What follows belongs to an exercise in optimizing a design on an open flow for small area, a short achievable clock period and few clock cycles per item; a production flow would make more cautious choices.
Function not checked in this run: the RTL went through the layout flow alone.
Power figures rest on the tool's default switching activity, not on a simulated workload.

[flow/config.mk]
export PLATFORM = sky130hd
export DESIGN_NAME = fft_4pt
export DESIGN_NICKNAME = fft_4pt
export VERILOG_FILES = /design/flow/design.v
export SDC_FILE = /design/flow/constraint.sdc
export NUM_CORES = 4
export LEC_CHECK = 0
export ABC_AREA = 1
export CAP_MARGIN = 20
export CORE_MARGIN = 2
export CORE_UTILIZATION = 62
export CTS_BUF_LIST = sky130_fd_sc_hd__clkbuf_4 sky130_fd_sc_hd__clkbuf_8
export CTS_CLUSTER_DIAMETER = 60
export CTS_CLUSTER_SIZE = 16
export SETUP_SLACK_MARGIN = 0.6
export SLEW_MARGIN = 20
export BUFFER_PORTS_ARGS = -buffer_cell sky130_fd_sc_hd__buf_1
[flow/constraint.sdc]
create_clock -name core_clock -period 3.0 [get_ports {clk}]
set_input_delay 0.6000 -clock core_clock [delete_from_list [all_inputs] [get_ports {clk}]]
set_output_delay 0.6000 -clock core_clock [all_outputs]
set_load 0.01 [all_outputs]
[flow/design.v]
module fft_4pt #(
    parameter DATA_WIDTH = 16
) (
    input clk,
    input rst_n,
    input data_valid_in,
    input  signed [DATA_WIDTH-1:0] x0_r,
    input  signed [DATA_WIDTH-1:0] x0_i,
    input  signed [DATA_WIDTH-1:0] x1_r,
    input  signed [DATA_WIDTH-1:0] x1_i,
    input  signed [DATA_WIDTH-1:0] x2_r,
    input  signed [DATA_WIDTH-1:0] x2_i,
    input  signed [DATA_WIDTH-1:0] x3_r,
    input  signed [DATA_WIDTH-1:0] x3_i,
    output data_valid_out,
    output signed [DATA_WIDTH+1:0] X0_r,
    output signed [DATA_WIDTH+1:0] X0_i,
    output signed [DATA_WIDTH+1:0] X1_r,
    output signed [DATA_WIDTH+1:0] X1_i,
    output signed [DATA_WIDTH+1:0] X2_r,
    output signed [DATA_WIDTH+1:0] X2_i,
    output signed [DATA_WIDTH+1:0] X3_r,
    output signed [DATA_WIDTH+1:0] X3_i
);
    localparam S1 = DATA_WIDTH + 1;    
    localparam S2 = DATA_WIDTH + 2;    
    function automatic [17:0] add17(input [16:0] a, input [16:0] b, input ci);
        reg [16:0] p, G, P, G2, P2;
        integer i, d;
        begin
            p = a ^ b;  G = a & b;  P = p;
            G[0] = G[0] | (p[0] & ci);
            for (d = 1; d < 17; d = d * 2) begin
                G2 = G;  P2 = P;
                for (i = 0; i < 17; i = i + 1)
                    if (((i + 1) % (2 * d)) == 0) begin
                        G2[i] = G[i] | (P[i] & G[i-d]);  P2[i] = P[i] & P[i-d];
                    end
                G = G2;  P = P2;
            end
            for (d = 16; d >= 1; d = d / 2) begin
                G2 = G;  P2 = P;
                for (i = 0; i < 17; i = i + 1)
                    if (((i + 1) % (2 * d)) == d && i >= 2 * d) begin
                        G2[i] = G[i] | (P[i] & G[i-d]);  P2[i] = P[i] & P[i-d];
                    end
                G = G2;  P = P2;
            end
            add17 = {G[16], p ^ {G[15:0], ci}};
        end
    endfunction
    function automatic [18:0] add18(input [17:0] a, input [17:0] b, input ci);
        reg [17:0] p, G, P, G2, P2;
        integer i, d;
        begin
            p = a ^ b;  G = a & b;  P = p;
            G[0] = G[0] | (p[0] & ci);
            for (d = 1; d < 18; d = d * 2) begin
                G2 = G;  P2 = P;
                for (i = 0; i < 18; i = i + 1)
                    if (((i + 1) % (2 * d)) == 0) begin
                        G2[i] = G[i] | (P[i] & G[i-d]);  P2[i] = P[i] & P[i-d];
                    end
                G = G2;  P = P2;
            end
            for (d = 16; d >= 1; d = d / 2) begin
                G2 = G;  P2 = P;
                for (i = 0; i < 18; i = i + 1)
                    if (((i + 1) % (2 * d)) == d && i >= 2 * d) begin
                        G2[i] = G[i] | (P[i] & G[i-d]);  P2[i] = P[i] & P[i-d];
                    end
                G = G2;  P = P2;
            end
            add18 = {G[17], p ^ {G[16:0], ci}};
        end
    endfunction
    function automatic [S1-1:0] bf1(input [DATA_WIDTH-1:0] a, input [DATA_WIDTH-1:0] b, input sub);
        reg [S1-1:0] bb;
        reg [S1:0]   t;
        begin
            bb = {b[DATA_WIDTH-1], b} ^ {S1{sub}};
            t = add17({a[DATA_WIDTH-1], a}, bb, sub);
            bf1 = t[S1-1:0];
        end
    endfunction
    reg signed [S1-1:0] A_r, A_i, B_r, B_i, C_r, C_i, D_r, D_i;
    always @(posedge clk) begin
        A_r <= bf1(x0_r, x2_r, 1'b0);  A_i <= bf1(x0_i, x2_i, 1'b0);
        B_r <= bf1(x0_r, x2_r, 1'b1);  B_i <= bf1(x0_i, x2_i, 1'b1);
        C_r <= bf1(x1_r, x3_r, 1'b0);  C_i <= bf1(x1_i, x3_i, 1'b0);
        D_r <= bf1(x1_r, x3_r, 1'b1);  D_i <= bf1(x1_i, x3_i, 1'b1);
    end
    function automatic [S2-1:0] bfly(input [S1-1:0] p, input [S1-1:0] q, input sub);
        reg [S2-1:0] qq;
        reg [S2:0]   t;
        begin
            qq = {q[S1-1], q} ^ {S2{sub}};
            t = add18({p[S1-1], p}, qq, sub);
            bfly = t[S2-1:0];
        end
    endfunction
    reg [S2-1:0] Y0_r, Y0_i, Y1_r, Y1_i, Y2_r, Y2_i, Y3_r, Y3_i;
    always @(posedge clk) begin
        Y0_r <= bfly(A_r, C_r, 1'b0);  Y0_i <= bfly(A_i, C_i, 1'b0);
        Y1_r <= bfly(B_r, D_i, 1'b0);  Y1_i <= bfly(B_i, D_r, 1'b1);
        Y2_r <= bfly(A_r, C_r, 1'b1);  Y2_i <= bfly(A_i, C_i, 1'b1);
        Y3_r <= bfly(B_r, D_i, 1'b1);  Y3_i <= bfly(B_i, D_r, 1'b0);
    end
    reg valid_s1, valid_s2;
    always @(posedge clk or negedge rst_n) begin
        if (!rst_n) begin
            valid_s1 <= 1'b0;
            valid_s2 <= 1'b0;
        end else begin
            valid_s1 <= data_valid_in;
            valid_s2 <= valid_s1;
        end
    end
    assign X0_r = Y0_r;  assign X0_i = Y0_i;
    assign X1_r = Y1_r;  assign X1_i = Y1_i;
    assign X2_r = Y2_r;  assign X2_i = Y2_i;
    assign X3_r = Y3_r;  assign X3_i = Y3_i;
    assign data_valid_out = valid_s2;
endmodule
[flow/flow/run.sh]
#!/bin/bash
# The standard layout (standard.sh), with the port buffers that buffer_ports
# inserts made of plain buf_1 cells instead of its default delay buffer.
set -euo pipefail
cd "$(dirname "$0")/.."
echo "export BUFFER_PORTS_ARGS = -buffer_cell sky130_fd_sc_hd__buf_1" >> config.mk
bash standard.sh > standard.log 2>&1
[flow/standard.sh]
#!/bin/bash
# synth_recipe.tcl (not shown) runs the flow's synth.tcl, then flattens the netlist and writes it again
# the make line also repeats each setting of config.mk as NAME=value (left out here)
make -C /OpenROAD-flow-scripts/flow DESIGN_CONFIG=/design/flow/config.mk WORK_HOME=/design/flow/orfs CLKGATE_MAP_FILE= SYNTH_SCRIPT=/design/flow/synth_recipe.tcl "${@:-finish}"
==> run notes <==
==> where the power goes <==
part | switching [mW] | total [mW] | leakage (nW) | internal, mW
sequential | 0.705 | 5.78 | 2.32 | 5.07
combinational | 3.93 | 6.58 | 7.86 | 2.65
clock | 1.45 | 2.84 | 0.351 | 1.39
total | 6.08 | 15.2 | 10.5 | 9.12
==> logic make-up (layout without fill, tap and decap cells) <==
group | count (synthesis) | after routing
AND/OR/NAND/NOR | 478 | 478
XOR/XNOR | 112 | 112
AO/OA/AOI/OAI | 123 | 123
other | 0 | 2
buffers and inverters | 575 | 878
flip-flops | 274 | 274
adder cells (fa/ha/maj) | 384 | 384
==> worst paths after layout <==
kind | from | to | depth (start not counted)
min reg2reg | valid_s1$_DFF_PN0_ | valid_s2$_DFF_PN0_ | 0
max reg2reg | A_r[0]$_DFF_P_ | Y2_r[14]$_DFF_P_ | 13
max | A_r[0]$_DFF_P_ | Y2_r[14]$_DFF_P_ | 13
min | data_valid_in | valid_s1$_DFF_PN0_ | 1
min in group asynchronous | rst_n | valid_s1$_DFF_PN0_ | 2
max in group asynchronous | rst_n | valid_s2$_DFF_PN0_ | 2
==> critical path, cell delays in order, from the launching register on <==
cell     delay (ps)
dfxtp_2         360
inv_2            50
ha_2            190
fa_2            420
inv_1            70
nand3_1          70
nand2_2          90
nand2_1          60
nand2_2         100
nand2_2          80
nand2_4          90
a21oi_2          60
fa_2            520
inv_1            40
==> flip-flops by register name, summed over array words and instances (netlist names) <==
name	flops
B_i	17
valid_s1	1
valid_s2	1
Y2_r	18
Y1_r	17
B_r	16
Y0_i	17
Y2_i	18
A_i	16
Y3_i	18
A_r	17
D_r	17
Y1_i	17
C_r	16
Y3_r	18
C_i	16
D_i	17
Y0_r	17
==> cell usage in the layout (no fill, tap or decap), types with 4 or more instances in the layout <==
| cell | Yosys | final |
|---|---|---|
| buf_4 | 12 | 10 |
| dfxtp_1 | 272 | 266 |
| inv_1 | 518 | 515 |
| a21oi_1 | 56 | 49 |
| xor2_1 | 36 | 35 |
| bufinv_16 | 0 | 4 |
| fa_1 | 144 | 134 |
| and2_1 | 6 | 6 |
| buf_1 | 0 | 275 |
| nand2_4 | 0 | 4 |
| nor2_1 | 60 | 60 |
| nand2_2 | 24 | 37 |
| nand2_1 | 326 | 309 |
| nor3_1 | 6 | 6 |
| o21bai_1 | 15 | 15 |
| or2_1 | 7 | 7 |
| dfxtp_2 | 0 | 5 |
| nor3_2 | 4 | 4 |
| nand3_1 | 34 | 33 |
| inv_2 | 24 | 27 |
| clkbuf_8 | 1 | 31 |
| a21oi_2 | 16 | 21 |
| xnor2_1 | 76 | 74 |
| fa_2 | 0 | 10 |
| ha_1 | 240 | 234 |
| ha_2 | 0 | 6 |
| nor4_1 | 8 | 8 |
| a21o_1 | 14 | 14 |
| a31oi_1 | 19 | 19 |
==> metrics by stage <==
stage               hold WS (ps)  instances  total power, mW  worst slack [ps]
floorplan                  304.4       1946            10.20             665.3
global placement           344.2       2566            12.02             332.9
detailed placement         344.3       2566            12.18             274.7
CTS                        63.39       2618            15.13             583.9
global route               89.48       2629            16.60             562.8
finish                     95.25       2629            15.19             682.4
==> layout make-up <==
| type | instances | area (sq um) |
|---|---|---|
| antenna | 2 | 5.005 |
| clock buffer | 34 | 449.2 |
| clock inverter | 16 | 235.2 |
| fill | 2298 | 8077 |
| inverter | 542 | 2034 |
| multi-input combinational | 1097 | 9809 |
| sequential | 274 | 5505 |
| tap | 378 | 473.0 |
| timing repair buffer | 286 | 1117 |
==> layer usage <==
layer  global-route usage [%]  part of all wire [%]
met5                        0                 0.023
met4                    6.448                   2.6
met3                    3.866                   5.2
met2                    40.96                    47
met1                    31.72                    45
==> timing repair <==
action,CTS,global route
hold endpoints to repair,2,0
pin swaps,1,9
hold buffers,1,0
buffers inserted,1,9
endpoints found under the setup margin,21,30
gates resized for setup,10,50
==> out/results.ini <==
[sta]
slew_headroom_pct = 76.30
hold_violations = 0
max_freq_ghz = 0.4315
rsz0062_at_grt = yes
period_minus_slack_ps = 2318
drv_slew = 0
tightest_slew_ps = 352.8
finClkSkew_ps = 32.09
fin_crit_sh_pct = 77.25
setup_viol = 0
setup_tns_ps = 0

[floorplan]
fp.dieH_um = 171.5
start_util_pct = 62.76
die_w_um = 171.5
core_region_area_sq_mm = 0.02771
rows = 61
io_pins = 276
die-area_sq_mm = 0.02940

[logic_synthesis]
synth-edff-count = 0
muxShareOfSynthArea_pct = 0
synth_fa_ha_area_share_pct = 33.85
yosys.area_share.simple_pct = 11.44
yosysWarningCount = 1
synth_area_per_cell_sq_um = 8.936
synth.most_common_cell = inv_1
synthArstFlopShare_pct = 0.7299
yosys.area.top_type = dfxtp_1
ys_top_cells_by_area = dfxtp_1, ha_1, fa_1
ys_ff_latch = 274
synth_top_family_by_area = adder cells
ys.flop_type = dfxtp_1
synth_top_area_share_pct = 31.31
synthCells = 1946
synth.distinct_cells = 31
synth_common_cells = inv_1, nand2_1, dfxtp_1
syn-num-nets = 2461
yosysSeqAreaShare_pct = 31.60
synthXorXnorAreaFrac_pct = 5.641
synth_compound_area_share_pct = 4.497
synth_area_sq_mm = 0.01739

[routing]
drt_pass1_iterations = 6
wl_um = 34310
drcViolationCount = 0
via_per_inst = 4.579
wl_per_cell_um = 13.05
via_count = 12040
first_iter_violations = 424
postRouteAntennaNets = 0

[job]
drv_cap = 0

[worst_setup_path]
timing.critical_path.arrival_ps = 2800
worstSetupPathType = reg2reg
end_kind = flop
r2r_slack_ps = 680
start_kind = flop
crit_fanout = 3
cp.required_ps = 3490

[global_routing]
grt_pass1_vias = 11970
track_usage_pct = 24.00
grt.overflow.total = 0
grt_pass1_wl_um = 56290
grt_max_degree = 17
antenna_found_initial = 3

[clock_tree]
clk_latency_ps = 610
clkSinkCount = 274
path_clk_slew_ps = 90
cts_buffers = 28
root_buffer = clkbuf_8
cts_tree = built
clockBufferDepth = 3
htree_num_levels = 1

[cells_and_area]
syn2layout_area_growth_pct = 12.88
drive_gt1_share_pct = 8.270
post-route-util_pct = 70.85
final_nets = 2744
final_area_sq_mm = 0.01963

[power_and_ir_drop]
p_leak_nw = 10.53
max-vdd-ir-drop_mv = 0.6364
p_per_area_mw_per_mm2 = 774.0

[status]
outcome = finished clean

[placed_design]
hpwl_um = 28510
gp_congestion = 0.8615
io_buffers = 275
placed_area_sq_mm = 0.01867

[hold_path]
hp-class = in2reg

## port drivers added, routing unchanged
How much do the figures lean on ideal ports? The routed layout below was timed once more, with nothing changed but the port constraints. Step 1 assumes that a clkbuf_16 drives the clock port and a buf_2 every other input. Step 2 adds t to the input delays and takes it off the output delays; t is the mean of the earliest and latest rising clock arrival at the registers after step 1. Input paths then give back, and output paths get back, about the clock's delay inside the block. a / b / c = ideal / step 1 / step 2; a / b = the first two.
t, ns: 0.635
slack for setup (ns): 0.682 / 0.682 / 0.268
worst setup path after step 2: input to register
worst slew at a driven data input, ns: 0.08
After both steps setup and hold are still met in this run. The setup slack of this run moves by 0.000 ns with the drivers and by -0.414 ns with both steps.
